This design comes from an exercise in tuning for small area, a short achievable clock period and few clock cycles on the open sky130 flow, not from production work. Only simulation tests tie the RTL to the original design; equivalence was not proved. Power and IR drop assume default switching activity.

## flow/design.v (module list and top-level ports; edited modules follow where they fit)
// module lenet: 436 lines
// module csa5: 602 lines
// module csa_acc: 101 lines
module lenet (
    input wire clk,
    input wire rst_n,
    input wire compute_start,
    output reg compute_finish,
    input wire [31:0] scale_CONV1,
    input wire [31:0] scale_CONV2,
    input wire [31:0] scale_CONV3,
    input wire [31:0] scale_FC1,
    input wire [31:0] scale_FC2,
    output wire [ 3:0] sram_weight_wea0,
    output wire [15:0] sram_weight_addr0,
    output wire [31:0] sram_weight_wdata0,
    input wire [31:0] sram_weight_rdata0,
    output wire [ 3:0] sram_weight_wea1,
    output wire [15:0] sram_weight_addr1,
    output wire [31:0] sram_weight_wdata1,
    input wire [31:0] sram_weight_rdata1,
    output reg [ 3:0] sram_act_wea0,
    output wire [15:0] sram_act_addr0,
    output wire [31:0] sram_act_wdata0,
    input wire [31:0] sram_act_rdata0,
    output reg [ 3:0] sram_act_wea1,
    output wire [15:0] sram_act_addr1,
    output wire [31:0] sram_act_wdata1,
    input wire [31:0] sram_act_rdata1
);
  // ...
==> flow/run.sh <==
#!/bin/bash
# synth_recipe.tcl (not shown) runs the flow's synth.tcl, then flattens the netlist and writes it again
# the make line also repeats each setting of config.mk as NAME=value (left out here)
make -C /OpenROAD-flow-scripts/flow DESIGN_CONFIG=/design/flow/config.mk WORK_HOME=/design/flow/orfs CLKGATE_MAP_FILE= SYNTH_SCRIPT=/design/flow/synth_recipe.tcl finish
==> flow/config.mk <==
export PLATFORM = sky130hd
export DESIGN_NAME = lenet
export DESIGN_NICKNAME = lenet
export VERILOG_FILES = /design/flow/design.v
export SDC_FILE = /design/flow/constraint.sdc
export NUM_CORES = 4
export LEC_CHECK = 0
export CAP_MARGIN = 45
export CORE_MARGIN = 2
export CORE_UTILIZATION = 72
export CTS_BUF_LIST = sky130_fd_sc_hd__clkbuf_8
export PLACE_DENSITY = 0.82
export SLEW_MARGIN = 45
==> flow/constraint.sdc <==
create_clock -name core_clock -period 14.0 [get_ports {clk}]
set_input_delay 2.8000 -clock core_clock [delete_from_list [all_inputs] [get_ports {clk}]]
set_output_delay 2.8000 -clock core_clock [all_outputs]
set_load 0.01 [all_outputs]
==> impl_metrics.json, run 1 <==
{
  "r2r_slack_ns": 8.89,
  "synth-compound-area-share": 0.0813,
  "crit_start": "s_c1",
  "peakVddDrop_uv": 239,
  "p_leak_uw": 0.0416,
  "synth_xor_area_frac": 0.0276,
  "drv_slew": 0,
  "syn_avg_cell_area_sq_um": 9.71,
  "max_slew_margin": 0.420,
  "final_common_cell": "inv_1",
  "place_congestion": 0.967,
  "dpl_cell_area_sq_mm": 0.0879,
  "cts_buffer_depth": 3,
  "dieHeight_um": 346,
  "final_util": 0.787,
  "dp.cells": 10200,
  "synthToLayoutAreaGrowth_pct": 8.49,
  "vias": 64700,
  "start_kind": "flip-flop",
  "gr-usage-met1": 0.538,
  "n_antenna_cell": 19,
  "viasPerCell": 6.18,
  "status": "finished clean",
  "grt_pass1_wl_mm": 389,
  "synth_top_family_by_area": "adder cells",
  "yosysTopAreaCell": "fa_1",
  "clk_share": 0.0345,
  "worstRegToRegCells": 21,
  "multi_input_gates": 5947,
  "crit_family": "adder cells"
}
Testbench counts, summed over its fixed seeds: cycles 690,072.
==> module lenet, before the edit <==
module lenet (
    input wire clk,
    input wire rst_n,
    input wire compute_start,
    output reg compute_finish,
    input wire [31:0] scale_CONV1,
    input wire [31:0] scale_CONV2,
    input wire [31:0] scale_CONV3,
    input wire [31:0] scale_FC1,
    input wire [31:0] scale_FC2,
    output wire [ 3:0] sram_weight_wea0,
    output wire [15:0] sram_weight_addr0,
    output wire [31:0] sram_weight_wdata0,
    input wire [31:0] sram_weight_rdata0,
    output wire [ 3:0] sram_weight_wea1,
    output wire [15:0] sram_weight_addr1,
    output wire [31:0] sram_weight_wdata1,
    input wire [31:0] sram_weight_rdata1,
    output reg [ 3:0] sram_act_wea0,
    output wire [15:0] sram_act_addr0,
    output wire [31:0] sram_act_wdata0,
    input wire [31:0] sram_act_rdata0,
    output reg [ 3:0] sram_act_wea1,
    output wire [15:0] sram_act_addr1,
    output wire [31:0] sram_act_wdata1,
    input wire [31:0] sram_act_rdata1
);
    reg rst_q, start_q;
    always @(posedge clk) begin
        rst_q <= rst_n;
        start_q <= compute_start;
    end
    reg s_idle, s_c1, s_c2, s_c3, s_f1, s_f2, s_done;
    wire conv = s_c1 | s_c2;
    wire dense = s_c3 | s_f1 | s_f2;
    reg running;            
    reg wr_req;             
    wire issue = running & ~wr_req;
    reg [2:0] r;  reg r_e;        
    reg [2:0] c;  reg c_e;        
    reg dy;                       
    reg [2:0] j;  reg j_e;        
    reg [3:0] py; reg py_e;       
    reg [3:0] f;  reg f_e;        
    reg [5:0] k;  reg k_e;        
    reg [6:0] n;  reg n_e;        
    reg k_e1;                     
    wire grp_e = r_e & c_e;                   
    wire conv_last = grp_e & dy & j_e & py_e & f_e;
    wire at_last = conv ? conv_last : (k_e & n_e);
    reg [9:0] ap;           
    reg [9:0] rb;           
    reg [13:0] wa0, wa1;    
    reg [13:0] wb;          
    reg [9:0] aa0, aa1;     
    reg q_n;                
    reg t1v, t1f, t1l, t1d, t1g, t1q, t1a, t1b;
    reg t2v, t2f, t2l, t2d, t2g, t2q, t2a, t2b;
    reg t3v, t3f, t3l, t3d, t3g, t3a;
    reg t4v, t4l, t4d, t4g;
    reg clr0, clr1, clr2, clr3;   
    reg t5v, t5d, t5g;
    reg go;                 
    reg [3:0] rq_cnt;
    wire pipe_empty = ~(t1v | t2v | t3v | t4v | t5v | go | (rq_cnt != 4'd0) | wr_req);
    reg [11:0] wptr;
    reg rq_g;               
    wire [2:0] r_n = r_e ? 3'd0 : r + 3'd1;
    wire [2:0] c_n = c_e ? 3'd0 : c + 3'd1;
    wire [2:0] j_n = j_e ? 3'd0 : j + 3'd1;
    wire [3:0] py_n = py_e ? 4'd0 : py + 4'd1;
    wire [5:0] k_n = k_e ? 6'd0 : k + 6'd1;
    reg [5:0] k_last;
    always @(*) begin
        if (s_c3) k_last = 6'd49;
        else if (s_f1) k_last = 6'd14;
        else k_last = 6'd10;
    end
    wire st_r  = conv & ~r_e;                   
    wire st_c  = conv & r_e & ~c_e;             
    wire st_g  = conv & grp_e;                  
    wire st_dy = st_g & ~dy;                    
    wire st_j  = st_g & dy & ~j_e;              
    wire st_py = st_g & dy & j_e & ~py_e;       
    wire st_f  = st_g & dy & j_e & py_e;        
    wire st_n  = dense & k_e;                   
    reg [9:0] dlt, dlt1;
    always @(*) begin
        if (st_c) begin dlt = 10'd40; dlt1 = 10'd41; end
        else if (st_j) begin dlt = 10'd1; dlt1 = 10'd2; end
        else if (st_py) begin dlt = s_c1 ? 10'd10 : 10'd6; dlt1 = s_c1 ? 10'd11 : 10'd7; end
        else if (conv) begin dlt = s_c1 ? 10'd8 : 10'd4; dlt1 = s_c1 ? 10'd9 : 10'd5; end
        else begin dlt = 10'd2; dlt1 = 10'd3; end
    end
    wire [9:0] apb = (st_dy | st_j | st_py) ? rb : ap;
    wire [9:0] apsum = apb + dlt;
    wire [9:0] apsum1 = apb + dlt1;
    wire [9:0] lbase = s_c3 ? 10'd592 : s_f1 ? 10'd692 : 10'd722;
    wire [9:0] ap_nx = st_f ? (s_c1 ? 10'd0 : 10'd256) : st_n ? lbase : apsum;
    wire [9:0] lbase1 = s_c3 ? 10'd593 : s_f1 ? 10'd693 : 10'd723;
    wire [9:0] ap1_nx = st_f ? (s_c1 ? 10'd1 : 10'd257) : st_n ? lbase1 : apsum1;
    wire [13:0] wsum = wa0 + ((s_f2 & k_e) ? 14'd1 : 14'd2);
    wire [13:0] wa0_nx = (st_g & ~st_f) ? wb : wsum;
    wire q3 = q_n & ((r == 3'd1) | (r == 3'd2));
    wire fc2_bias = s_f2 & k_e1;
    wire [13:0] wa1_nx = fc2_bias ? (14'd15750 + {7'd0, n}) : (st_g & ~st_f) ? (wb + 14'd1) : (wa0 + ((s_f2 & k_e) ? 14'd2 : q3 ? 14'd5 : 14'd3));
    wire [11:0] wptr_p1 = wptr + 12'd1;
    always @(posedge clk) begin
        if (!rst_q) begin
            {s_c1, s_c2, s_c3, s_f1, s_f2, s_done} <= 6'd0;
            s_idle <= 1'b1;
            running <= 1'b0;
            compute_finish <= 1'b0;
            t1v <= 1'b0;
            t1f <= 1'b0;
        end else begin
            t1v <= 1'b0;
            t1f <= 1'b0;
            if (issue & at_last) running <= 1'b0;
            if (issue & ~at_last) begin
                t1v <= 1'b1;
                t1a <= fc2_bias;
                t1b <= fc2_bias;
                t1q <= conv & q_n;
                ap <= ap_nx;
                aa0 <= ap_nx;
                aa1 <= ap1_nx;
                wa0 <= wa0_nx;
                wa1 <= wa1_nx;
                if (st_j | st_py | st_f) rb <= ap_nx;
                if (st_f) wb <= wsum;
                if (conv) begin
                    r <= r_n;
                    r_e <= (r_n == 3'd4);
                    t1f <= grp_e;
                    t1l <= (r == 3'd3) & c_e;
                    if (st_c) begin
                        c <= c_n;
                        c_e <= (c_n == 3'd5);
                    end
                    if (st_g) begin
                        c <= 3'd0;
                        c_e <= s_c1;
                        dy <= ~dy;
                    end
                    if (st_j | st_py | st_f) begin
                        j <= j_n;
                        j_e <= s_c1 ? (j_n == 3'd6) : (j_n == 3'd2);
                    end
                    if (st_py | st_f) begin
                        py <= py_n;
                        py_e <= s_c1 ? (py_n == 4'd13) : (py_n == 4'd4);
                    end
                    if (st_f) begin
                        f <= f + 4'd1;
                        f_e <= s_c1 ? (f == 4'd4) : (f == 4'd14);
                    end
                    q_n <= s_c2 & f_e & py_e & j_e & dy & c_e & ((r_n == 3'd1) | (r_n == 3'd2) | (r_n == 3'd3));
                end else begin
                    k <= k_n;
                    k_e <= k_e1;
                    k_e1 <= (k_n == k_last - 6'd1);
                    t1f <= k_e;
                    t1l <= k_e1;
                    if (k_e) begin
                        n <= n + 7'd1;
                        n_e <= s_c3 ? (n == 7'd118) : s_f1 ? (n == 7'd82) : (n == 7'd8);
                    end
                end
                t1d <= conv & (grp_e ? ~dy : dy);
                t1g <= conv & (grp_e & dy ? (s_c1 ? (j_n == 3'd6) : (j_n == 3'd2)) : j_e);
            end
            if (wr_req) begin
                aa0 <= wptr[11:2];
                aa1 <= s_c1 ? wptr[11:2] : wptr_p1[11:2];
            end
            if (!running && pipe_empty && !s_done) begin
                if (s_idle & ~start_q) begin
                end else if (s_f2) begin
                    s_f2 <= 1'b0;
                    s_done <= 1'b1;
                    compute_finish <= 1'b1;
                end else begin
                    {s_c1, s_c2, s_c3, s_f1, s_f2} <= {s_idle, s_c1, s_c2, s_c3, s_f1};
                    s_idle <= 1'b0;
                    running <= 1'b1;
                    r <= 3'd0; r_e <= 1'b0;
                    c <= 3'd0; c_e <= s_idle;
                    dy <= 1'b0;
                    j <= 3'd0; j_e <= 1'b0;
                    py <= 4'd0; py_e <= 1'b0;
                    f <= 4'd0; f_e <= 1'b0;
                    k <= 6'd0; k_e <= 1'b0;
                    k_e1 <= 1'b0;
                    n <= 7'd0; n_e <= 1'b0;
                    q_n <= 1'b0;
                    wa0 <= s_idle ? 14'd0 : wsum;
                    wb <= s_idle ? 14'd0 : wsum;
                    wa1 <= s_idle ? 14'd1 : wsum + 14'd1;
                    if (s_idle) begin ap <= 10'd0; aa0 <= 10'd0; aa1 <= 10'd1; rb <= 10'd0; end
                    else if (s_c1) begin ap <= 10'd256; aa0 <= 10'd256; aa1 <= 10'd257; rb <= 10'd256; end
                    else if (s_c2) begin ap <= 10'd592; aa0 <= 10'd592; aa1 <= 10'd593; end
                    else if (s_c3) begin ap <= 10'd692; aa0 <= 10'd692; aa1 <= 10'd693; end
                    else begin ap <= 10'd722; aa0 <= 10'd722; aa1 <= 10'd723; end
                    t1v <= 1'b1;
                    t1f <= 1'b1;
                    t1l <= 1'b0;
                    t1d <= 1'b0;
                    t1g <= 1'b0;
                    t1q <= 1'b0;
                    t1a <= 1'b0;
                    t1b <= s_c2;             
                end
            end
        end
    end
    always @(posedge clk) begin
        if (!rst_q) begin
            sram_act_wea0 <= 4'd0;
            sram_act_wea1 <= 4'd0;
        end else begin
            sram_act_wea0 <= 4'd0;
            sram_act_wea1 <= 4'd0;
            if (wr_req) begin
                if (s_c1) begin
                    sram_act_wea0 <= wptr[1] ? 4'b1100 : 4'b0011;
                    sram_act_wea1 <= rq_g ? 4'b1100 : 4'b0000;
                end else if (s_f2) begin
                    sram_act_wea0 <= 4'b1111;
                end else begin
                    sram_act_wea0 <= 4'b0001 << wptr[1:0];
                    sram_act_wea1 <= (s_c2 & ~rq_g) ? (4'b0001 << wptr_p1[1:0]) : 4'b0000;
                end
            end
        end
    end
    assign sram_weight_wea0 = 4'd0;
    assign sram_weight_wea1 = 4'd0;
    assign sram_weight_wdata0 = 32'd0;
    assign sram_weight_wdata1 = 32'd0;
    assign sram_weight_addr0 = {2'b00, wa0};
    assign sram_weight_addr1 = {2'b00, wa1};
    assign sram_act_addr0 = {6'd0, aa0};
    assign sram_act_addr1 = {6'd0, aa1};
    reg [7:0] A0, A1, A2, A3, A4, A5, A6, A7;   
    reg [7:0] W0, W1, W2, W3, W4;               
    reg [7:0] V0, V1, V2, V3, V4;               
    wire [63:0] ab = {sram_act_rdata1, sram_act_rdata0};
    wire [63:0] wbt = {sram_weight_rdata1, sram_weight_rdata0};
    wire [7:0] W0_n = t2q ? wbt[47:40] : wbt[7:0];
    wire [7:0] W1_n = t2q ? wbt[55:48] : wbt[15:8];
    always @(posedge clk) begin
        t2v <= t1v & rst_q; t2f <= t1f; t2l <= t1l; t2d <= t1d; t2g <= t1g;
        t2q <= t1q; t2a <= t1a; t2b <= t1b;
        t3v <= t2v & rst_q; t3f <= t2f; t3l <= t2l; t3d <= t2d; t3g <= t2g; t3a <= t2a;
        t4v <= t3v & rst_q; t4l <= t3l; t4d <= t3d; t4g <= t3g;
        A0 <= t2v ? ab[7:0] : 8'd0;
        A1 <= t2v ? ab[15:8] : 8'd0;
        A2 <= t2v ? ab[23:16] : 8'd0;
        A3 <= t2v ? ab[31:24] : 8'd0;
        A4 <= (t2v & ~t2a) ? ab[39:32] : 8'd0;
        A5 <= (t2v & ~t2b) ? ab[47:40] : 8'd0;
        A6 <= (t2v & ~t2b) ? ab[55:48] : 8'd0;
        A7 <= (t2v & ~t2b) ? ab[63:56] : 8'd0;
        W0 <= W0_n;
        W1 <= W1_n;
        W2 <= t2q ? wbt[63:56] : wbt[23:16];
        W3 <= t2q ? 8'd0 : wbt[31:24];
        W4 <= t2q ? 8'd0 : wbt[39:32];
        V2 <= dense ? wbt[47:40] : t2q ? wbt[63:56] : wbt[23:16];
        V3 <= dense ? wbt[55:48] : t2q ? 8'd0 : wbt[31:24];
        V4 <= dense ? wbt[63:56] : t2q ? 8'd0 : wbt[39:32];
        V0 <= dense ? 8'd0 : W0_n;
        V1 <= dense ? 8'd0 : W1_n;
    end
    wire [23:0] p0r0, p0r1, p0r2, p1r0, p1r1, p1r2;
    wire [23:0] p2r0, p2r1, p2r2, p3r0, p3r1, p3r2;
    csa5 m0 (.a0(A0), .w0(W0), .a1(A1), .w1(W1), .a2(A2), .w2(W2), .a3(A3), .w3(W3), .a4(A4), .w4(W4),
             .r0(p0r0), .r1(p0r1), .r2(p0r2));
    csa5 m1 (.a0(A1), .w0(W0), .a1(A2), .w1(W1), .a2(A3), .w2(W2), .a3(A4), .w3(W3), .a4(A5), .w4(W4),
             .r0(p1r0), .r1(p1r1), .r2(p1r2));
    csa5 m2 (.a0(A2), .w0(W0), .a1(A3), .w1(W1), .a2(A4), .w2(W2), .a3(A5), .w3(W3), .a4(A6), .w4(W4),
             .r0(p2r0), .r1(p2r1), .r2(p2r2));
    csa5 m3 (.a0(A3), .w0(V0), .a1(A4), .w1(V1), .a2(A5), .w2(V2), .a3(A6), .w3(V3), .a4(A7), .w4(V4),
             .r0(p3r0), .r1(p3r1), .r2(p3r2));
    reg [23:0] R00, R01, R02, R10, R11, R12, R20, R21, R22, R30, R31, R32;
    always @(posedge clk) begin
        R00 <= p0r0; R01 <= p0r1; R02 <= p0r2;
        R10 <= p1r0; R11 <= p1r1; R12 <= p1r2;
        R20 <= p2r0; R21 <= p2r1; R22 <= p2r2;
        R30 <= p3r0; R31 <= p3r1; R32 <= p3r2;
    end
    reg signed [23:0] acc0, acc1, acc2, acc3;
    always @(posedge clk) begin
        clr0 <= t3f;
        clr1 <= t3f | dense;
        clr2 <= t3f | dense | (s_c2 & t3g);
        clr3 <= t3f | (s_c2 & t3g);
    end
    wire [23:0] ai0 = clr0 ? 24'd0 : acc0;
    wire [23:0] ai1 = clr1 ? 24'd0 : acc1;
    wire [23:0] ai2 = clr2 ? 24'd0 : acc2;
    wire [23:0] ai3 = clr3 ? 24'd0 : acc3;
    wire [23:0] s0, c0, s1, c1, s2, c2, s3, c3;
    csa_acc x0 (.acc(ai0), .r0(R00), .r1(R01), .r2(R02), .s(s0), .c(c0));
    csa_acc x1 (.acc(ai1), .r0(R10), .r1(R11), .r2(R12), .s(s1), .c(c1));
    csa_acc x2 (.acc(ai2), .r0(R20), .r1(R21), .r2(R22), .s(s2), .c(c2));
    csa_acc x3 (.acc(ai3), .r0(R30), .r1(R31), .r2(R32), .s(s3), .c(c3));
    always @(posedge clk) begin
        t5v <= t4v & t4l & rst_q;
        t5d <= t4d;
        t5g <= t4g;
        acc0 <= s0 + c0;
        acc1 <= s1 + c1;
        acc2 <= s2 + c2;
        acc3 <= s3 + c3;
    end
    reg signed [23:0] pp0, pp1, m1r, rq_m;
    wire g01 = acc0 > acc1, gp0 = pp0 > acc0, gp1 = pp0 > acc1;
    wire g23 = acc2 > acc3, gp2 = pp1 > acc2, gp3 = pp1 > acc3;
    wire signed [23:0] h0 = g01 ? acc0 : acc1;
    wire signed [23:0] h1 = g23 ? acc2 : acc3;
    wire signed [23:0] v0 = (gp0 & gp1) ? pp0 : h0;
    wire signed [23:0] v1 = (gp2 & gp3) ? pp1 : h1;
    wire signed [23:0] dsum = acc0 + acc3;
    wire signed [23:0] mv0 = conv ? v0 : dsum;
    wire mv0_pos = ~mv0[23] & (|mv0[22:0]);
    wire mv1_pos = ~v1[23] & (|v1[22:0]);
    wire [23:0] m0_new = (s_f2 | mv0_pos) ? mv0 : 24'sd0;
    always @(posedge clk) begin
        go <= 1'b0;
        if (t5v) begin
            if (conv & ~t5d) begin
                pp0 <= h0;
                pp1 <= h1;
            end else begin
                go <= rst_q;
                rq_g <= t5g;
                m1r <= mv1_pos ? v1 : 24'sd0;
            end
        end
    end
    reg [9:0] scale;
    wire scale_next = (wptr == 12'd2364) | (wptr == 12'd2767) | (wptr == 12'd2887);
    always @(posedge clk) begin
        if (s_c1 & ~scale_next) scale <= scale_CONV1[9:0];
        else if ((s_c1 & scale_next) | (s_c2 & ~scale_next)) scale <= scale_CONV2[9:0];
        else if ((s_c2 & scale_next) | (s_c3 & ~scale_next)) scale <= scale_CONV3[9:0];
        else scale <= scale_FC1[9:0];
    end
    reg [31:0] rq_s, rq_c;
    reg [12:0] sh;          
    reg [7:0] q0;
    reg [31:0] wd0;
    reg [7:0] wd1;
    wire [31:0] M = {{8{rq_m[23]}}, rq_m};
    function [32:0] bsel;   
        input [2:0] d;
        input [31:0] x;
        reg neg, two, one;
        begin
            neg = d[2] & ~(d[1] & d[0]);
            two = (d == 3'b011) | (d == 3'b100);
            one = d[1] ^ d[0];
            bsel = {neg, (two ? {x[30:0], 1'b0} : one ? x : 32'd0) ^ {32{neg}}};
        end
    endfunction
    wire [32:0] bh = bsel(sh[12:10], M);
    wire [32:0] bl = bsel(sh[10:8], M);
    wire [31:0] y0 = {rq_s[27:0], 4'd0};
    wire [31:0] y1 = {rq_c[27:0], 1'b0, bh[32], 1'b0, bl[32]};
    wire [31:0] y2 = {bh[29:0], 2'b00};
    wire [31:0] y3 = bl[31:0];
    wire [31:0] u_s = y0 ^ y1 ^ y2;
    wire [31:0] u_c = {((y0 & y1) | (y0 & y2) | (y1 & y2)), 1'b0};
    wire [31:0] v_s = u_s ^ u_c[31:0] ^ y3;
    wire [31:0] v_c = {((u_s & u_c[31:0]) | (u_s & y3) | (u_c[31:0] & y3)), 1'b0};
    wire [31:0] prod = rq_s + rq_c;
    wire [7:0] qbyte = (prod[31:23] != 9'd0) ? 8'h7f : {1'b0, prod[22:16]};
    always @(posedge clk) begin
        if (!rst_q) begin
            rq_cnt <= 4'd0;
            wr_req <= 1'b0;
        end else begin
            if (wr_req) wr_req <= 1'b0;
            if (t5v & ~(conv & ~t5d)) rq_m <= m0_new;
            if (t3a) rq_s <= {V4, V3, V2, W4};
            if (go) begin
                sh <= {scale[9], scale[9], scale, 1'b0};
                if (s_f2) begin
                    rq_c <= M;
                    rq_cnt <= 4'd9;
                end else begin
                    rq_s <= 32'd0;
                    rq_c <= 32'd0;
                    rq_cnt <= 4'd1;
                end
            end else if (rq_cnt != 4'd0) begin
                rq_cnt <= rq_cnt + 4'd1;
                sh <= {sh[8:0], 4'd0};
                rq_s <= v_s;
                rq_c <= v_c;
                if (rq_cnt == 4'd4) begin
                    q0 <= qbyte;
                    wd0 <= {4{qbyte}};
                    if (conv) begin
                        rq_m <= m1r;
                        sh <= {scale[9], scale[9], scale, 1'b0};
                        rq_s <= 32'd0;
                        rq_c <= 32'd0;
                    end else begin
                        rq_cnt <= 4'd0;
                        wr_req <= 1'b1;
                    end
                end
                if (rq_cnt == 4'd8) begin
                    rq_cnt <= 4'd0;
                    wr_req <= 1'b1;
                    if (s_c1) wd0 <= {qbyte, q0, qbyte, q0};
                end
                if (rq_cnt == 4'd9) begin
                    wd0 <= prod;
                    rq_cnt <= 4'd0;
                    wr_req <= 1'b1;
                end
            end
        end
    end
    always @(posedge clk) if (rq_cnt == 4'd8) wd1 <= s_c1 ? 8'd0 : qbyte;
    assign sram_act_wdata0 = wd0;
    assign sram_act_wdata1 = {4{wd1}};
    always @(posedge clk) begin
        if (!rst_q) wptr <= 12'd1024;
        else if (wr_req) wptr <= wptr + ((s_c1 & rq_g) | s_f2 ? 12'd4 : (s_c1 | (s_c2 & ~rq_g)) ? 12'd2 : 12'd1);
    end
endmodule
==> inputs of run 2 (changes only) <==
--- a/flow/design.v
+++ b/flow/design.v
@@ -33,9 +33,7 @@
     reg s_idle, s_c1, s_c2, s_c3, s_f1, s_f2, s_done;
     wire conv = s_c1 | s_c2;
     wire dense = s_c3 | s_f1 | s_f2;
-    reg running;            
     reg wr_req;             
-    wire issue = running & ~wr_req;
     reg [2:0] r;  reg r_e;        
     reg [2:0] c;  reg c_e;        
     reg dy;                       
@@ -48,23 +46,28 @@
     wire grp_e = r_e & c_e;                   
     wire conv_last = grp_e & dy & j_e & py_e & f_e;
     wire at_last = conv ? conv_last : (k_e & n_e);
-    reg [9:0] ap;           
+    reg [9:0] ap, ap1;      
+    reg [13:0] pw0, pw1;    
+    reg nvld;               
+    reg nf, nl, nd, ng, nq, na, nb;
     reg [9:0] rb;           
     reg [13:0] wa0, wa1;    
     reg [13:0] wb;          
     reg [9:0] aa0, aa1;     
     reg q_n;                
-    reg t1v, t1f, t1l, t1d, t1g, t1q, t1a, t1b;
-    reg t2v, t2f, t2l, t2d, t2g, t2q, t2a, t2b;
-    reg t3v, t3f, t3l, t3d, t3g, t3a;
-    reg t4v, t4l, t4d, t4g;
+    reg t1v, t1f, t1l, t1d, t1g, t1q, t1a, t1b, t1z;    
+    reg t2v, t2f, t2l, t2d, t2g, t2q, t2a, t2b, t2z;
+    reg t3v, t3f, t3l, t3d, t3g, t3a, t3z;
+    reg t4v, t4l, t4d, t4g, t4z;
     reg clr0, clr1, clr2, clr3;   
-    reg t5v, t5d, t5g;
+    reg t5v, t5d, t5g, t5z;
     reg go;                 
     reg [3:0] rq_cnt;
-    wire pipe_empty = ~(t1v | t2v | t3v | t4v | t5v | go | (rq_cnt != 4'd0) | wr_req);
+    reg fin;                
+    wire pipe_empty = ~(t1v | t2v | t3v | t4v | t5v | go | (rq_cnt != 4'd0) | fin | wr_req);
     reg [11:0] wptr;
     reg rq_g;               
+    reg rq_z;               
     wire [2:0] r_n = r_e ? 3'd0 : r + 3'd1;
     wire [2:0] c_n = c_e ? 3'd0 : c + 3'd1;
     wire [2:0] j_n = j_e ? 3'd0 : j + 3'd1;
@@ -99,41 +102,48 @@
     wire [9:0] ap_nx = st_f ? (s_c1 ? 10'd0 : 10'd256) : st_n ? lbase : apsum;
     wire [9:0] lbase1 = s_c3 ? 10'd593 : s_f1 ? 10'd693 : 10'd723;
     wire [9:0] ap1_nx = st_f ? (s_c1 ? 10'd1 : 10'd257) : st_n ? lbase1 : apsum1;
-    wire [13:0] wsum = wa0 + ((s_f2 & k_e) ? 14'd1 : 14'd2);
+    wire [13:0] wsum = pw0 + ((s_f2 & k_e) ? 14'd1 : 14'd2);
     wire [13:0] wa0_nx = (st_g & ~st_f) ? wb : wsum;
     wire q3 = q_n & ((r == 3'd1) | (r == 3'd2));
     wire fc2_bias = s_f2 & k_e1;
-    wire [13:0] wa1_nx = fc2_bias ? (14'd15750 + {7'd0, n}) : (st_g & ~st_f) ? (wb + 14'd1) : (wa0 + ((s_f2 & k_e) ? 14'd2 : q3 ? 14'd5 : 14'd3));
+    wire [13:0] wa1_nx = fc2_bias ? (14'd15750 + {7'd0, n}) : (st_g & ~st_f) ? (wb + 14'd1) : (pw0 + ((s_f2 & k_e) ? 14'd2 : q3 ? 14'd5 : 14'd3));
     wire [11:0] wptr_p1 = wptr + 12'd1;
+    wire issue = nvld & ~wr_req;
     always @(posedge clk) begin
         if (!rst_q) begin
             {s_c1, s_c2, s_c3, s_f1, s_f2, s_done} <= 6'd0;
             s_idle <= 1'b1;
-            running <= 1'b0;
+            nvld <= 1'b0;
             compute_finish <= 1'b0;
             t1v <= 1'b0;
             t1f <= 1'b0;
         end else begin
             t1v <= 1'b0;
             t1f <= 1'b0;
-            if (issue & at_last) running <= 1'b0;
-            if (issue & ~at_last) begin
+            wa0 <= pw0;
+            wa1 <= pw1;
+            aa0 <= ap;
+            aa1 <= ap1;
+            if (issue) begin
                 t1v <= 1'b1;
-                t1a <= fc2_bias;
-                t1b <= fc2_bias;
-                t1q <= conv & q_n;
+                t1f <= nf; t1l <= nl; t1d <= nd; t1g <= ng; t1q <= nq; t1a <= na; t1b <= nb; t1z <= at_last;
+            end
+            if (issue & at_last) nvld <= 1'b0;
+            if (issue & ~at_last) begin
+                na <= fc2_bias;
+                nb <= fc2_bias;
+                nq <= conv & q_n;
                 ap <= ap_nx;
-                aa0 <= ap_nx;
-                aa1 <= ap1_nx;
-                wa0 <= wa0_nx;
-                wa1 <= wa1_nx;
+                ap1 <= ap1_nx;
+                pw0 <= wa0_nx;
+                pw1 <= wa1_nx;
                 if (st_j | st_py | st_f) rb <= ap_nx;
                 if (st_f) wb <= wsum;
                 if (conv) begin
                     r <= r_n;
                     r_e <= (r_n == 3'd4);
-                    t1f <= grp_e;
-                    t1l <= (r == 3'd3) & c_e;
+                    nf <= grp_e;
+                    nl <= (r == 3'd3) & c_e;
                     if (st_c) begin
                         c <= c_n;
                         c_e <= (c_n == 3'd5);
@@ -160,21 +170,21 @@
                     k <= k_n;
                     k_e <= k_e1;
                     k_e1 <= (k_n == k_last - 6'd1);
-                    t1f <= k_e;
-                    t1l <= k_e1;
+                    nf <= k_e;
+                    nl <= k_e1;
                     if (k_e) begin
                         n <= n + 7'd1;
                         n_e <= s_c3 ? (n == 7'd118) : s_f1 ? (n == 7'd82) : (n == 7'd8);
                     end
                 end
-                t1d <= conv & (grp_e ? ~dy : dy);
-                t1g <= conv & (grp_e & dy ? (s_c1 ? (j_n == 3'd6) : (j_n == 3'd2)) : j_e);
+                nd <= conv & (grp_e ? ~dy : dy);
+                ng <= conv & (grp_e & dy ? (s_c1 ? (j_n == 3'd6) : (j_n == 3'd2)) : j_e);
             end
             if (wr_req) begin
                 aa0 <= wptr[11:2];
                 aa1 <= s_c1 ? wptr[11:2] : wptr_p1[11:2];
             end
-            if (!running && pipe_empty && !s_done) begin
+            if (!nvld && pipe_empty && !s_done) begin
                 if (s_idle & ~start_q) begin
                 end else if (s_f2) begin
                     s_f2 <= 1'b0;
@@ -183,7 +193,7 @@
                 end else begin
                     {s_c1, s_c2, s_c3, s_f1, s_f2} <= {s_idle, s_c1, s_c2, s_c3, s_f1};
                     s_idle <= 1'b0;
-                    running <= 1'b1;
+                    nvld <= 1'b1;
                     r <= 3'd0; r_e <= 1'b0;
                     c <= 3'd0; c_e <= s_idle;
                     dy <= 1'b0;
@@ -194,22 +204,21 @@
                     k_e1 <= 1'b0;
                     n <= 7'd0; n_e <= 1'b0;
                     q_n <= 1'b0;
-                    wa0 <= s_idle ? 14'd0 : wsum;
-                    wb <= s_idle ? 14'd0 : wsum;
-                    wa1 <= s_idle ? 14'd1 : wsum + 14'd1;
-                    if (s_idle) begin ap <= 10'd0; aa0 <= 10'd0; aa1 <= 10'd1; rb <= 10'd0; end
-                    else if (s_c1) begin ap <= 10'd256; aa0 <= 10'd256; aa1 <= 10'd257; rb <= 10'd256; end
-                    else if (s_c2) begin ap <= 10'd592; aa0 <= 10'd592; aa1 <= 10'd593; end
-                    else if (s_c3) begin ap <= 10'd692; aa0 <= 10'd692; aa1 <= 10'd693; end
-                    else begin ap <= 10'd722; aa0 <= 10'd722; aa1 <= 10'd723; end
-                    t1v <= 1'b1;
-                    t1f <= 1'b1;
-                    t1l <= 1'b0;
-                    t1d <= 1'b0;
-                    t1g <= 1'b0;
-                    t1q <= 1'b0;
-                    t1a <= 1'b0;
-                    t1b <= s_c2;             
+                    pw0 <= s_idle ? 14'd0 : wa0 + 14'd2;
+                    wb <= s_idle ? 14'd0 : wa0 + 14'd2;
+                    pw1 <= s_idle ? 14'd1 : wa0 + 14'd3;
+                    if (s_idle) begin ap <= 10'd0; ap1 <= 10'd1; rb <= 10'd0; end
+                    else if (s_c1) begin ap <= 10'd256; ap1 <= 10'd257; rb <= 10'd256; end
+                    else if (s_c2) begin ap <= 10'd592; ap1 <= 10'd593; end
+                    else if (s_c3) begin ap <= 10'd692; ap1 <= 10'd693; end
+                    else begin ap <= 10'd722; ap1 <= 10'd723; end
+                    nf <= 1'b1;
+                    nl <= 1'b0;
+                    nd <= 1'b0;
+                    ng <= 1'b0;
+                    nq <= 1'b0;
+                    na <= 1'b0;
+                    nb <= s_c2;              
                 end
             end
         end
@@ -245,15 +254,17 @@
     reg [7:0] A0, A1, A2, A3, A4, A5, A6, A7;   
     reg [7:0] W0, W1, W2, W3, W4;               
     reg [7:0] V0, V1, V2, V3, V4;               
+    reg [7:0] B1, B2, B3, B4, B5, B6;           
+    reg [7:0] U0, U1, U2, U3, U4;               
     wire [63:0] ab = {sram_act_rdata1, sram_act_rdata0};
     wire [63:0] wbt = {sram_weight_rdata1, sram_weight_rdata0};
     wire [7:0] W0_n = t2q ? wbt[47:40] : wbt[7:0];
     wire [7:0] W1_n = t2q ? wbt[55:48] : wbt[15:8];
     always @(posedge clk) begin
-        t2v <= t1v & rst_q; t2f <= t1f; t2l <= t1l; t2d <= t1d; t2g <= t1g;
+        t2v <= t1v & rst_q; t2f <= t1f; t2l <= t1l; t2d <= t1d; t2g <= t1g; t2z <= t1z;
         t2q <= t1q; t2a <= t1a; t2b <= t1b;
-        t3v <= t2v & rst_q; t3f <= t2f; t3l <= t2l; t3d <= t2d; t3g <= t2g; t3a <= t2a;
-        t4v <= t3v & rst_q; t4l <= t3l; t4d <= t3d; t4g <= t3g;
+        t3v <= t2v & rst_q; t3f <= t2f; t3l <= t2l; t3d <= t2d; t3g <= t2g; t3a <= t2a; t3z <= t2z;
+        t4v <= t3v & rst_q; t4l <= t3l; t4d <= t3d; t4g <= t3g; t4z <= t3z;
         A0 <= t2v ? ab[7:0] : 8'd0;
         A1 <= t2v ? ab[15:8] : 8'd0;
         A2 <= t2v ? ab[23:16] : 8'd0;
@@ -272,14 +283,25 @@
         V4 <= dense ? wbt[63:56] : t2q ? 8'd0 : wbt[39:32];
         V0 <= dense ? 8'd0 : W0_n;
         V1 <= dense ? 8'd0 : W1_n;
+        B1 <= (t2v & conv) ? ab[15:8] : 8'd0;
+        B2 <= (t2v & conv) ? ab[23:16] : 8'd0;
+        B3 <= (t2v & conv) ? ab[31:24] : 8'd0;
+        B4 <= (t2v & conv) ? ab[39:32] : 8'd0;
+        B5 <= (t2v & conv) ? ab[47:40] : 8'd0;
+        B6 <= (t2v & conv) ? ab[55:48] : 8'd0;
+        U0 <= conv ? W0_n : 8'd0;
+        U1 <= conv ? W1_n : 8'd0;
+        U2 <= conv ? (t2q ? wbt[63:56] : wbt[23:16]) : 8'd0;
+        U3 <= (conv & ~t2q) ? wbt[31:24] : 8'd0;
+        U4 <= (conv & ~t2q) ? wbt[39:32] : 8'd0;
     end
     wire [23:0] p0r0, p0r1, p0r2, p1r0, p1r1, p1r2;
     wire [23:0] p2r0, p2r1, p2r2, p3r0, p3r1, p3r2;
     csa5 m0 (.a0(A0), .w0(W0), .a1(A1), .w1(W1), .a2(A2), .w2(W2), .a3(A3), .w3(W3), .a4(A4), .w4(W4),
              .r0(p0r0), .r1(p0r1), .r2(p0r2));
-    csa5 m1 (.a0(A1), .w0(W0), .a1(A2), .w1(W1), .a2(A3), .w2(W2), .a3(A4), .w3(W3), .a4(A5), .w4(W4),
+    csa5 m1 (.a0(B1), .w0(U0), .a1(B2), .w1(U1), .a2(B3), .w2(U2), .a3(B4), .w3(U3), .a4(B5), .w4(U4),
              .r0(p1r0), .r1(p1r1), .r2(p1r2));
-    csa5 m2 (.a0(A2), .w0(W0), .a1(A3), .w1(W1), .a2(A4), .w2(W2), .a3(A5), .w3(W3), .a4(A6), .w4(W4),
+    csa5 m2 (.a0(B2), .w0(U0), .a1(B3), .w1(U1), .a2(B4), .w2(U2), .a3(B5), .w3(U3), .a4(B6), .w4(U4),
              .r0(p2r0), .r1(p2r1), .r2(p2r2));
     csa5 m3 (.a0(A3), .w0(V0), .a1(A4), .w1(V1), .a2(A5), .w2(V2), .a3(A6), .w3(V3), .a4(A7), .w4(V4),
              .r0(p3r0), .r1(p3r1), .r2(p3r2));
@@ -310,6 +332,7 @@
         t5v <= t4v & t4l & rst_q;
         t5d <= t4d;
         t5g <= t4g;
+        t5z <= t4z;
         acc0 <= s0 + c0;
         acc1 <= s1 + c1;
         acc2 <= s2 + c2;
@@ -336,18 +359,14 @@
             end else begin
                 go <= rst_q;
                 rq_g <= t5g;
+                rq_z <= t5z;
                 m1r <= mv1_pos ? v1 : 24'sd0;
             end
         end
     end
-    reg [9:0] scale;
-    wire scale_next = (wptr == 12'd2364) | (wptr == 12'd2767) | (wptr == 12'd2887);
-    always @(posedge clk) begin
-        if (s_c1 & ~scale_next) scale <= scale_CONV1[9:0];
-        else if ((s_c1 & scale_next) | (s_c2 & ~scale_next)) scale <= scale_CONV2[9:0];
-        else if ((s_c2 & scale_next) | (s_c3 & ~scale_next)) scale <= scale_CONV3[9:0];
-        else scale <= scale_FC1[9:0];
-    end
+    wire [9:0] scale = s_c1 ? (rq_z ? scale_CONV2[9:0] : scale_CONV1[9:0]) :
+                       s_c2 ? (rq_z ? scale_CONV3[9:0] : scale_CONV2[9:0]) :
+                       s_c3 ? (rq_z ? scale_FC1[9:0] : scale_CONV3[9:0]) : scale_FC1[9:0];
     reg [31:0] rq_s, rq_c;
     reg [12:0] sh;          
     reg [7:0] q0;
@@ -376,13 +395,16 @@
     wire [31:0] v_s = u_s ^ u_c[31:0] ^ y3;
     wire [31:0] v_c = {((u_s & u_c[31:0]) | (u_s & y3) | (u_c[31:0] & y3)), 1'b0};
     wire [31:0] prod = rq_s + rq_c;
-    wire [7:0] qbyte = (prod[31:23] != 9'd0) ? 8'h7f : {1'b0, prod[22:16]};
+    reg [31:0] rp;
+    wire [7:0] qc = (rp[31:23] != 9'd0) ? 8'h7f : {1'b0, rp[22:16]};
     always @(posedge clk) begin
         if (!rst_q) begin
             rq_cnt <= 4'd0;
             wr_req <= 1'b0;
+            fin <= 1'b0;
         end else begin
             if (wr_req) wr_req <= 1'b0;
+            fin <= 1'b0;
             if (t5v & ~(conv & ~t5d)) rq_m <= m0_new;
             if (t3a) rq_s <= {V4, V3, V2, W4};
             if (go) begin
@@ -401,8 +423,7 @@
                 rq_s <= v_s;
                 rq_c <= v_c;
                 if (rq_cnt == 4'd4) begin
-                    q0 <= qbyte;
-                    wd0 <= {4{qbyte}};
+                    rp <= prod;
                     if (conv) begin
                         rq_m <= m1r;
                         sh <= {scale[9], scale[9], scale, 1'b0};
@@ -410,23 +431,26 @@
                         rq_c <= 32'd0;
                     end else begin
                         rq_cnt <= 4'd0;
-                        wr_req <= 1'b1;
+                        fin <= 1'b1;
                     end
                 end
-                if (rq_cnt == 4'd8) begin
-                    rq_cnt <= 4'd0;
-                    wr_req <= 1'b1;
-                    if (s_c1) wd0 <= {qbyte, q0, qbyte, q0};
-                end
-                if (rq_cnt == 4'd9) begin
-                    wd0 <= prod;
+                if (rq_cnt == 4'd5) q0 <= qc;
+                if ((rq_cnt == 4'd8) | (rq_cnt == 4'd9)) begin
+                    rp <= prod;
                     rq_cnt <= 4'd0;
-                    wr_req <= 1'b1;
+                    fin <= 1'b1;
                 end
             end
+            if (fin) begin
+                wr_req <= 1'b1;
+                if (s_f2) wd0 <= rp;
+                else if (s_c1) wd0 <= {qc, q0, qc, q0};
+                else if (s_c2) wd0 <= {4{q0}};
+                else wd0 <= {4{qc}};
+                wd1 <= s_c2 ? qc : 8'd0;
+            end
         end
     end
-    always @(posedge clk) if (rq_cnt == 4'd8) wd1 <= s_c1 ? 8'd0 : qbyte;
     assign sram_act_wdata0 = wd0;
     assign sram_act_wdata1 = {4{wd1}};
     always @(posedge clk) begin
--- a/flow/config.mk
+++ b/flow/config.mk
@@ -7,7 +7,7 @@
 export LEC_CHECK = 0
 export CAP_MARGIN = 45
 export CORE_MARGIN = 2
-export CORE_UTILIZATION = 72
+export CORE_UTILIZATION = 65
 export CTS_BUF_LIST = sky130_fd_sc_hd__clkbuf_8
-export PLACE_DENSITY = 0.82
+export PLACE_DENSITY = 0.75
 export SLEW_MARGIN = 45
==> run 2 against run 1 <==
Effect of this change:
- still clean
- synthesized cell count up 2.9%
- final area up 6.2%
- register-to-register slack got worse by 0.30 ns
- maximum frequency shrank 5.5%
- final cell count rose by 5.7%
- utilization is 7.2 points lower
- critical path type unchanged
- critical endpoint is now rq_m[3]
==> impl_metrics.json, run 2 <==
{
  "status": "finished clean",
  "start_kind": "flip-flop",
  "synthToLayoutAreaGrowth_pct": 9.03,
  "grt_pass1_vias": 68700,
  "cts_root_buffer": "clkbuf_8",
  "num_rows": 135,
  "cts_tree": "yes",
  "viasPerCell": 5.99,
  "yosysTopAreaCell": "fa_1",
  "synth_top_area_frac": 0.286,
  "synth_flop_cell": "dfxtp_1",
  "setup_tns_ns": 0,
  "r2r_slack_ns": 8.59,
  "synth_common_cells": "1449 x inv_1, 1269 x fa_1, 1102 x and2_1",
  "grt_max_degree": 75,
  "cts.repair.resized": 0,
  "cp.required_ns": 14.67,
  "crit_fanout": 18,
  "layout_common_cells": "1503 x inv_1, 1269 x fa_1, 1100 x and2_1",
  "cts_sinks": 1010,
  "min_period_ns": 5.41,
  "hpwl_mm": 213,
  "path_clk_slew_ns": 0.06,
  "stdcell_count": 11100,
  "synth_area_leaders": "fa_1 29%, edfxtp_1 14%, dfxtp_1 13%",
  "drtIter0Drc": 6066,
  "p_leak_uw": 0.0435,
  "clock-skew-final_ns": 0.0528,
  "min_period_over_period": 0.386,
  "drv_cap": 0,
  "clock_latency_ns": 0.95,
  "synth-async-reset-ratio": 0,
  "max_slew_margin": 0.366,
  "die_w_um": 374,
  "dp.cells": 10700,
  "yosysWarnings": 1,
  "hold_violations": 0,
  "hp-class": "reg2reg",
  "final_nets": 11100,
  "dieHeight_um": 374,
  "synth_seq_area_share": 0.276,
  "fmax_ghz": 0.185,
  "port_buffers": 287,
  "synth.most_common_cell": "inv_1",
  "final_common_cell": "inv_1",
  "path_cells": "inv_1 > ha_1 > nand4_1 > or4_1 > nor3_1 > nor3_1 > mux2i_2 > or3_1 > buf_4 > mux2_2 > o21ai_0 > nand2_1 > nand4b_1 > o41ai_4 > buf_4 > o31ai_1",
  "syn_inst": 8903,
  "pin_count": 500,
  "core_sq_mm": 0.135,
  "peakVddDrop_uv": 201,
  "hold_buffers": 0,
  "h-tree-depth": 4,
  "setup_viol": 0,
  "grtUsageTotal": 0.407,
  "antenna_found_initial": 27,
  "place_congestion": 1.03,
  "tightest_slew_ns": 0.946,
  "post_drt_wl_per_cell_um": 25.4,
  "numCtsBuffers": 174,
  "cp_slowest_cell": "dfxtp_1",
  "yosys.cell_types.count": 95,
  "grt_pass1_wl_mm": 421,
  "endpoint_kind": "flip-flop",
  "netlist_area_sq_mm": 0.0887,
  "syn_avg_cell_area_sq_um": 9.97,
  "post-cts-setup-buffers": 0,
  "cpPeakStageDelay_ns": 0.57,
  "drv_slew": 0,
  "drtPass1Iterations": 8,
  "wl_mm": 282,
  "gr-total-overflow": 0,
  "start_util": 0.655,
  "rsz0062_at_grt": "false",
  "fill_cells": 10300,
  "drive_above_1_share": 0.0607,
  "cp.arrival_ns": 6.07,
  "powerDensity_mw_per_mm2": 176,
  "path_class": "reg2reg",
  "ys_seq_elements": 1010,
  "synth_edf_count": 426,
  "die-area_sq_mm": 0.140,
  "vias": 66400,
  "cts_buffer_depth": 3,
  "antenna_left": 0,
  "final_util": 0.714,
  "remaining_drc_errors": 0
}
[run 2: layout make-up]
cell class	count	area, sq um	area share
multi-input combinational	6117	57300	0.592
sequential	1010	24600	0.254
inverter	1449	5440	0.0562
timing repair buffer	376	3590	0.0371
clock buffer	204	2810	0.0290
tap	1781	2230	0.0230
clock inverter	117	785	0.00811
antenna	18	45.0	0.000465
[run 2: metal layers]
metal  track usage  wire length, um
met5             0               56
met4         0.251            20000
met3         0.110            30700
met2         0.633           127000
met1         0.510           104000
[run 2: path summary, 6_finish.rpt]
check,end,depth (start not counted),startpoint
hold / removal,t2f,0,t1f
setup reg to reg,rq_m[3],16,acc0[10]
hold reg to reg,t2f,0,t1f
setup / recovery,rq_m[3],16,acc0[10]
[run 2: where the power goes]
| part | switching [uW] | internal, uW | total, uW |
|---|---|---|---|
| sequential | 970 | 3960 | 4930 |
| combinational | 5630 | 3720 | 9350 |
| clock | 1330 | 1460 | 2790 |
[run 2: cells by family after synthesis]
kind of cell / count (synthesis) / synth area share
AND/OR/NAND/NOR: 2823 / 0.168
buffers and inverters: 1868 / 0.0851
adder cells (fa/ha/maj): 1720 / 0.350
AO/OA/AOI/OAI: 1033 / 0.0741
flip-flops: 1010 / 0.276
XOR/XNOR: 295 / 0.0291
multiplexers: 153 / 0.0180
other: 1 / 0.0000423
[run 2: worst max-delay path, delay by kind of cell (launching register included)]
kind / cells / cell delay (ns)
AND/OR/NAND/NOR: 7 / 1.93
multiplexers: 2 / 0.67
buffers and inverters: 3 / 0.80
AO/OA/AOI/OAI: 3 / 0.83
adder cells (fa/ha/maj): 1 / 0.32
flip-flops: 1 / 0.57
[run 2: through the flow]
stage	cell area (sq um)	power [uW]	hold WS [ns]	setup slack, ns
2_1_floorplan	89100	11000	0.310	5.86
3_3_place_gp	92800	13700	0.311	8.78
3_5_place_dp	93100	14100	0.313	8.68
4_1_cts	96600	16900	0.300	8.65
5_1_grt	96700	18200	0.311	8.32
6_report	96800	17100	0.293	8.59
Testbench counts of run 2, summed over its fixed seeds: cycles 690,312.

## port drivers added, routing unchanged
The results above use ideal ports. As a check the final layouts listed here were re-extracted and re-timed, cells and wires unchanged. Step 1 (the two cells are an assumption about what drives the block):
set clk [get_ports {clk}]
set_driving_cell -lib_cell sky130_fd_sc_hd__clkbuf_16 $clk
set_driving_cell -lib_cell sky130_fd_sc_hd__buf_2 [delete_from_list [all_inputs] $clk]
Step 2 adds t to the input delays and takes it off the output delays; t is the mean of the earliest and latest rising clock arrival at the registers after step 1. Input paths then give back, and output paths get back, about the clock's delay inside the block. Slacks: ideal / step 1 / step 2; pairs: ideal / step 1.
| run | t, ns | setup slack, ns | hold slack, ns | cell pins on the clock port's net |
|---|---|---|---|---|
| run 1 | 1.010 | 8.893 / 8.893 / 8.893 | 0.321 / 0.321 / 0.321 | 1 |
| run 2 | 1.012 | 8.595 / 8.595 / 8.595 | 0.293 / 0.293 / 0.293 | 1 |
After both steps every run listed still meets setup and hold.
